Context: an optimization exercise on an open-source flow, tuned for small area, a short achievable clock period and few clock cycles. The choices shown serve that exercise and are no tape-out recipe.
The RTL was checked by simulation tests, not by an equivalence proof against the original design.
Power figures rest on the tool's default switching activity, not on a simulated workload.

==> flow/design.v <==
module JAM (
input CLK,
input RST,
output reg [2:0] W,
output reg [2:0] J,
input [6:0] Cost,
output reg [3:0] MatchCount,
output reg [9:0] MinCost,
output reg Valid );
localparam
	FIND_POINT = 0,
	FIND_MIN   = 1,
	SWAP_VAL   = 2,
	ROTATE	   = 3;
localparam
	READ_FIRST_DATA = 0,
	READ_OTHER_DATA = 1,
	SUM_END   		= 2,
	KEEP_VALUE	    = 3;
reg [1:0]cur_state;
reg [1:0]next_state;
integer i;
reg [2:0]array[0:7];
reg [2:0]n_point;
reg [2:0]point;
reg [3:0]min;
reg [2:0]min_addr;
reg [9:0]sum;
reg [3:0]cnt_read;
reg last;
wire end_flag;
assign end_flag = (array[0]==7 && array[1]==6 && array[2]==5 && array[3]==4 && array[4]==3 && array[5]==2 && array[6]==1 && array[7]==0);
always@(posedge CLK) begin
	if(RST)	cur_state <= 2'd0;
	else 	cur_state <= next_state;
end
always@(*) begin
	case(cur_state)
		0:
		begin
			if(end_flag && last)	
				next_state = 0;
			else 						
				next_state = 1;
		end
		1:
		begin
			if(n_point == 7 && cnt_read==8) next_state = 2;
			else 		   				    next_state = 1;
		end
		2 : next_state = 3;
		3 : next_state = 0;
	endcase
end
always@(posedge CLK) begin
	if(RST) begin
		for(i=0; i<=3'd7; i=i+1) array[i] <= i;
		n_point <= 3'd0;
		point <= 3'd0;
		min <= 4'd8;
		min_addr <= 3'd0;
		Valid <= 0;
		last <= 0;
 	end
	else begin
		case(cur_state)
			FIND_POINT:
			begin
				if(end_flag && last)
					Valid <= 1;
				else 
					Valid <= 0;
				if(end_flag)
					last <= 1;
				if(array[7]>array[6]) begin
					point <= 6;
					n_point <= 7;
				end
				else if(array[6]>array[5])begin
					point <= 5;
					n_point <= 6;
				end
				else if(array[5]>array[4])begin
					point <= 4;
					n_point <= 5;
				end
				else if(array[4]>array[3])begin
					point <= 3;
					n_point <= 4;
				end
				else if(array[3]>array[2])begin
					point <= 2;
					n_point <= 3;
				end
				else if(array[2]>array[1])begin
					point <= 1;
					n_point <= 2;
				end
				else if(array[1]>array[0]) begin
					point <= 0;
					n_point <= 1;
				end
				else begin
					point <= 0;
					n_point <= 0;
				end
			end
			FIND_MIN:
			begin
				if(n_point==7)
					n_point <= 7;
				else 
					n_point <= n_point + 1'b1;
				if(array[n_point] > array[point]) begin
					if(min > array[n_point]) begin
						min <= array[n_point];
						min_addr <= n_point;
					end
				end
			end
			SWAP_VAL:
			begin
				n_point <= 0;
				min <= 8;
				if(!last) begin
					array[min_addr] <= array[point];
					array[point] <= array[min_addr];
				end
			end
			ROTATE: 
			begin
				if(!last) case(point)
					0:	
					begin
						array[1] <= array[7];
						array[2] <= array[6];
						array[3] <= array[5];
						array[7] <= array[1];
						array[6] <= array[2];
						array[5] <= array[3];
					end
					1:
					begin
						array[2] <= array[7];
						array[3] <= array[6];
						array[4] <= array[5];
						array[7] <= array[2];
						array[6] <= array[3];
						array[5] <= array[4];
					end
					2:
					begin
						array[3] <= array[7];
						array[4] <= array[6];
						array[7] <= array[3];
						array[6] <= array[4];
					end
					3:
					begin
						array[4] <= array[7];
						array[5] <= array[6];
						array[7] <= array[4];
						array[6] <= array[5];
					end
					4:
					begin
						array[5] <= array[7];
						array[7] <= array[5];
					end
					5:
					begin
						array[6] <= array[7];
						array[7] <= array[6];
					end
				endcase
			end
		endcase
	end
end
always@(posedge CLK) begin
	if(RST) begin
		cnt_read <= 4'd1;
		sum <= 10'd0;
		MatchCount <= 4'd1;
		MinCost <= 10'd1023;
		W <= 3'd0;
		J <= 3'd0;
	end
	else begin
		case(cur_state)
			READ_FIRST_DATA:	
			begin	
				if(cnt_read==1) begin	
					W <= cnt_read;
					J <= array[cnt_read];
					cnt_read <= cnt_read + 1'b1;
				end
				else begin
					W <= 2;
					J <= array[2];
					cnt_read <= 3;
					sum <= Cost;
				end
			end
			READ_OTHER_DATA:	
			begin
				cnt_read <= cnt_read + 1'b1;
				if(cnt_read==2) begin	
					W <= 2;
					J <= array[2];
					sum <= Cost;
				end
				else begin
					sum <= sum + Cost;
					if(cnt_read<8) begin
						W <= cnt_read;
						J <= array[cnt_read];
					end
				end
			end
			SUM_END:
			begin
				W <= 0;
				if(point==0 && !last)
					J <= array[min_addr];
				else
					J <= array[0];
				cnt_read <= 1;
				sum <= sum + Cost;
			end
			KEEP_VALUE:
			begin
				W <= 1;
				if(point==0 && !last)
					J <= array[7];
				else
					J <= array[1];
				cnt_read <= 2;
				sum <= 0;
				if(sum < MinCost) begin
					MinCost <= sum;
					MatchCount <= 1;
				end
				else if(sum == MinCost) begin
					MatchCount <= MatchCount + 1'b1;
				end
			end
		endcase
	end
end
endmodule
==> flow/run.sh <==
#!/bin/bash
# synth_recipe.tcl (not shown) runs the flow's synth.tcl, then flattens the netlist and writes it again
# the make line also repeats each setting of config.mk as NAME=value (left out here)
make -C /OpenROAD-flow-scripts/flow DESIGN_CONFIG=/design/flow/config.mk WORK_HOME=/design/flow/orfs CLKGATE_MAP_FILE= SYNTH_SCRIPT=/design/flow/synth_recipe.tcl finish
==> flow/config.mk <==
export PLATFORM = sky130hd
export DESIGN_NAME = JAM
export DESIGN_NICKNAME = JAM
export VERILOG_FILES = /design/flow/design.v
export SDC_FILE = /design/flow/constraint.sdc
export NUM_CORES = 4
export LEC_CHECK = 0
export CAP_MARGIN = 20
export CORE_MARGIN = 2
export CORE_UTILIZATION = 40
export SLEW_MARGIN = 20
==> flow/constraint.sdc <==
create_clock -name core_clock -period 4.0 [get_ports {CLK}]
set_input_delay 0.8000 -clock core_clock [delete_from_list [all_inputs] [get_ports {CLK}]]
set_output_delay 0.8000 -clock core_clock [all_outputs]
set_load 0.01 [all_outputs]
==> notes.md <==
==> final cells by class <==
class | count | area, um2 | share of cell area
tap | 220 | 275 | 0.0365
clock buffer | 10 | 239 | 0.0317
multi-input combinational | 598 | 4400 | 0.583
sequential | 84 | 1920 | 0.255
timing repair buffer | 45 | 405 | 0.0538
inverter | 68 | 255 | 0.0339
clock inverter | 6 | 43.8 | 0.00581
==> layer usage <==
layer  vias to the layer above  wire length, um  global-route usage
li1                       2994                -                   -
met1                      2969             9120               0.320
met2                       320             9620               0.388
met3                        75             1790              0.0480
met4                         0              897               0.118
met5                         -                0                   0
==> path summary, 6_finish.rpt <==
path / start / cells after the start / slack [ns] / to
worst max register to register: array[3][0]$_DFFE_PP_ / 9 / 1.02 / min[2]$_SDFFE_PP0P_
worst min-delay path: W[1]$_SDFFE_PP0P_ / 2 / 0.46 / W[1]$_SDFFE_PP0P_
worst min register to register: W[1]$_SDFFE_PP0P_ / 2 / 0.46 / W[1]$_SDFFE_PP0P_
worst max-delay path: array[3][0]$_DFFE_PP_ / 9 / 1.02 / min[2]$_SDFFE_PP0P_
==> worst register-to-register path, stage by stage, from the launching register on <==
cell and delay (ns):
sky130_fd_sc_hd__edfxtp_1 0.65, sky130_fd_sc_hd__mux4_2 0.56, sky130_fd_sc_hd__mux2_2 0.40, sky130_fd_sc_hd__ha_1 0.23, sky130_fd_sc_hd__nor2b_1 0.10, sky130_fd_sc_hd__o21ai_0 0.09, sky130_fd_sc_hd__nand2b_1 0.09, sky130_fd_sc_hd__nand4_1 0.37
sky130_fd_sc_hd__o2111ai_1 0.27, sky130_fd_sc_hd__o31ai_1 0.09
==> power by group <==
group	total [mW]	switching, mW	internal, mW
Sequential	1.03	0.104	0.930
Clock	0.814	0.370	0.444
Combinational	0.634	0.368	0.266
==> kinds of logic (layout without fill, tap and decap cells) <==
group	count (synthesis)	count (layout)
flops	84	84
mux	45	45
simple gates	257	257
compound gates	231	231
fa+ha+maj	57	57
buf+inv	111	129
xor+xnor	8	8
==> through the flow <==
step                       util  hold WS (ns)  setup WS, ns  power (mW)
after global routing      0.455         0.505         0.911        2.62
after detailed placement  0.437         0.448         0.998        1.67
after floorplan               -         0.438          1.58        1.49
after CTS                 0.455         0.461          1.10        2.49
final                     0.455         0.461          1.02        2.48
after global placement    0.437         0.440          1.01        1.67
==> cell usage in the layout, fill, tap and decap left out, types with 4 or more instances in the layout <==
| cell | Yosys | layout |
|---|---|---|
| sky130_fd_sc_hd__a211oi_1 | 9 | 9 |
| sky130_fd_sc_hd__a21oi_1 | 54 | 54 |
| sky130_fd_sc_hd__a221oi_1 | 7 | 7 |
| sky130_fd_sc_hd__a31oi_1 | 11 | 11 |
| sky130_fd_sc_hd__a32oi_1 | 5 | 5 |
| sky130_fd_sc_hd__and2_1 | 5 | 5 |
| sky130_fd_sc_hd__and3_1 | 5 | 5 |
| sky130_fd_sc_hd__buf_4 | 3 | 16 |
| sky130_fd_sc_hd__clkbuf_16 | 0 | 9 |
| sky130_fd_sc_hd__clkdlybuf4s50_1 | 0 | 28 |
| sky130_fd_sc_hd__dfxtp_1 | 60 | 60 |
| sky130_fd_sc_hd__edfxtp_1 | 24 | 24 |
| sky130_fd_sc_hd__ha_1 | 56 | 56 |
| sky130_fd_sc_hd__inv_1 | 61 | 61 |
| sky130_fd_sc_hd__inv_2 | 4 | 4 |
| sky130_fd_sc_hd__mux2i_1 | 20 | 20 |
| sky130_fd_sc_hd__mux4_2 | 20 | 20 |
| sky130_fd_sc_hd__nand2_1 | 91 | 91 |
| sky130_fd_sc_hd__nand2b_1 | 7 | 7 |
| sky130_fd_sc_hd__nand3_1 | 29 | 29 |
| sky130_fd_sc_hd__nand4_1 | 10 | 10 |
| sky130_fd_sc_hd__nor2_1 | 41 | 41 |
| sky130_fd_sc_hd__nor2b_1 | 15 | 15 |
| sky130_fd_sc_hd__nor3_1 | 16 | 16 |
| sky130_fd_sc_hd__nor3_2 | 4 | 4 |
| sky130_fd_sc_hd__nor3b_2 | 4 | 4 |
| sky130_fd_sc_hd__nor4_1 | 4 | 4 |
| sky130_fd_sc_hd__o2111ai_1 | 9 | 9 |
| sky130_fd_sc_hd__o211ai_1 | 18 | 18 |
| sky130_fd_sc_hd__o21a_1 | 5 | 5 |
| sky130_fd_sc_hd__o21ai_0 | 35 | 35 |
| sky130_fd_sc_hd__o21ai_1 | 18 | 18 |
| sky130_fd_sc_hd__o21bai_1 | 4 | 4 |
| sky130_fd_sc_hd__o22ai_1 | 17 | 17 |
| sky130_fd_sc_hd__or3b_1 | 4 | 4 |
| sky130_fd_sc_hd__xor2_1 | 5 | 5 |
==> notes.md <==
Floorplanning:
- The horizontal die dimension is approximately 130 um.
- The floorplan step defined a core boundary enclosing around 17000 um2.
- In this run the vertical extent of the chip is approximately 130 um.
- The total die area is 18100 um2.
- The row count is 47.
- The number of top-level pins is 30.
- The starting density of the core is 0.410.

Critical path:
- The buffer and inverter count on the worst path is 0.
- The signal on the critical path passes through mux4_2 > mux2_2 > ha_1 > nor2b_1 > o21ai_0 > nand2b_1 > nand4_1 > o2111ai_1 > o31ai_1.
- In this design, the stage delay of the slowest critical-path cell is roughly 0.65 ns.
- On the critical path the largest part of the delay comes from multiplexers.
- The critical path's slowest cell is sky130_fd_sc_hd__edfxtp_1.
- The critical path is of the register to register type.
- The data required time of the worst path is approximately 4.2 ns.
- The biggest fanout along the worst timing path is 10.
- The endpoint class of the critical path is a register.
- The nature of the critical path startpoint is a register.
- STA puts the critical path data arrival time at between 3 and 4 ns.

Clocking:
- Clock latency on the worst-skew pair, taken at its later pin, is about 0.35 ns.
- The number of buffers added by the clock tree synthesis step is 9.
- The number of gates resized after cts is 0.
- The worst-case clock buffer depth is 2.
- The clock tree synthesis step divided the H-tree into 3 levels.
- The clock tree from TritonCTS is yes.
- The number of buffers added to fix hold violations after cts is 0.
- After clock tree synthesis, the clock-pin slew on the worst setup and hold paths is around 0.07 ns.
- The clock sink count is 84.
- Post-CTS timing repair inserted 0 buffers for setup.
- CTS placed an instance of sky130_fd_sc_hd__clkbuf_16 at the clock tree root.

Yosys:
- After synthesis, the share of cell area in mux cells is 0.107.
- The cell accounting for the most synthesized area is sky130_fd_sc_hd__dfxtp_1.
- The share of the synthesized netlist area taken by xor and xnor gates is 0.0103.
- The instance count of the mapped netlist is 793.
- The share of the synthesized area in the top cell type is 0.177.
- The most frequent cell after synthesis is sky130_fd_sc_hd__nand2_1.
- Of the total synthesized cell area, the portion taken by full adders, half adders and majority gates is 0.106.
- The main combinational cell family by area after synthesis is compound AO/OA/AOI/OAI gates.
- The post-synthesis compound-gate area fraction is 0.223.
- The commonest cells after synthesis are sky130_fd_sc_hd__nand2_1, sky130_fd_sc_hd__inv_1, sky130_fd_sc_hd__dfxtp_1, sky130_fd_sc_hd__ha_1, sky130_fd_sc_hd__a21oi_1.
- The unique cell type count in the Yosys netlist is between 80 and 90.
- Of the total synthesized cell area, the portion taken by AND, OR, NAND and NOR gates is 0.200.
- Yosys attributes the largest share of cell area to sky130_fd_sc_hd__dfxtp_1, sky130_fd_sc_hd__edfxtp_1, sky130_fd_sc_hd__ha_1.
- The synthesized area is slightly below 7000 um2.
- For this run, the number of Yosys warnings is 1.
- The number of register bits inferred by synthesis is between 80 and 90.
- Of the synthesized area, sequential elements account for 0.283.
- Counting flops with a built-in enable in the synthesized netlist gives 24.
- In the synthesized netlist the async set-or-reset flop fraction comes to 0.
- In this run the mean area of a mapped cell was 8.58 um2.
- The number of nets handed over by synthesis was between 800 and 900.
- Among all flip-flop cells after synthesis, the most frequent one is sky130_fd_sc_hd__dfxtp_1.

Route:
- The detailed router placed about 6.4k vias in this run.
- The number of routed nets with antenna violations is 0.
- After detailed routing, the average wire length per cell comes to between 20 and 25 um.
- The iteration-0 DRC count of the detailed router is a little over 500.
- The iteration count of the initial detailed-routing pass is 5.
- In the routed design, unresolved DRC markers number 0.
- The routed design has between 20 and 25 mm of wire.
- In the routed layout, each cell is associated on average with a via count of about 6.2.

Finish:
- The repair_antennas step left the layout with diodes totalling 0.
- The count of placed standard cells in the final layout, fillers left out is 1031.
- The post-route cell area is between 7000 and 8000 um2.
- The relative area change from synthesis to final layout is 10.8%.
- The net count of the finished layout is between 800 and 900.
- Counting the fill cells in the layout gives ~1.7k.
- In the final layout, the share of cells above drive strength 1 is 0.104.

GRT:
- The maximum number of pins on one net before global-route repair is 28.
- Across every metal layer, demand over resource in global routing totals 0.245.
- The overflow left after global routing is 0.
- The via count of the first global-routing pass is 6149.
- The initial antenna violation count was 0.
- The first-pass GRT wire length is about 34 mm.

STA:
- For the finished layout, the period the worst path requires is ~3.0 ns.
- The worst pin sits at a relative slew slack of 0.424.
- The final count of hold timing violations is 0.
- Setup repair after global routing left no endpoint under its margin.
- Clock skew on the completed layout was measured at ~0.01 ns.
- The slew at the pin closest to its max-slew limit is 0.862 ns.
- Based on the critical path, the design can be clocked at up to about 340 MHz.
- The number of slew-limit violations in the final report came to 0.
- The aggregate negative setup slack is 0 ns.
- In the finished design, the share of the clock period the worst path needs comes to 0.744.
- Setup violations remaining at the end of the flow were counted as 0.

Place:
- The instance area at placement is between 7000 and 8000 um2.
- The count of input and output buffers is 29.
- The sum of net half-perimeters after detailed placement is 15.7 mm.
- After detailed placement, the design holds a cell count of roughly 1.0k.
- At the end of routability-driven placement, the weighted congestion stood at ~0.92.

Power and ir drop:
- The leakage power figure is about 2.9 nW.
- The maximum VDD drop is 0.000220 V.
- The power per cell area is about 330 nW/um2.

Job:
- The reported max-cap violation count is 0.

Min path:
- In this run the worst hold path is classified as register to register.

Outcome:
- The run finished with no timing, DRC or antenna violations.
Testbench counts, summed over its fixed seeds: cycles 8,712,264.

-- afterwards: timing with drivers on the ports --
The results above use ideal ports. As a check the final layout listed here was re-extracted and re-timed, cells and wires unchanged. Step 1 sets driving cells, clkbuf_16 on the clock port and buf_2 on the other inputs (assumed; they add their load-dependent delay and slew). Step 2 adds t to the input delays and takes it off the output delays; t is the mean of the earliest and latest rising clock arrival at the registers after step 1. Input paths then give back, and output paths get back, about the clock's delay inside the block. Three values: ideal, step 1, step 2; two values: the first two.
t (ns): 0.386
setup slack, ns: 1.024 / 1.024 / 0.947
worst setup path at the end: input to register
worst slew at a driven data input, ns: 0.03
After both steps this run still meets setup and hold. For this run, drivers alone change the setup slack by 0.000 ns; drivers and shift together by -0.077 ns.
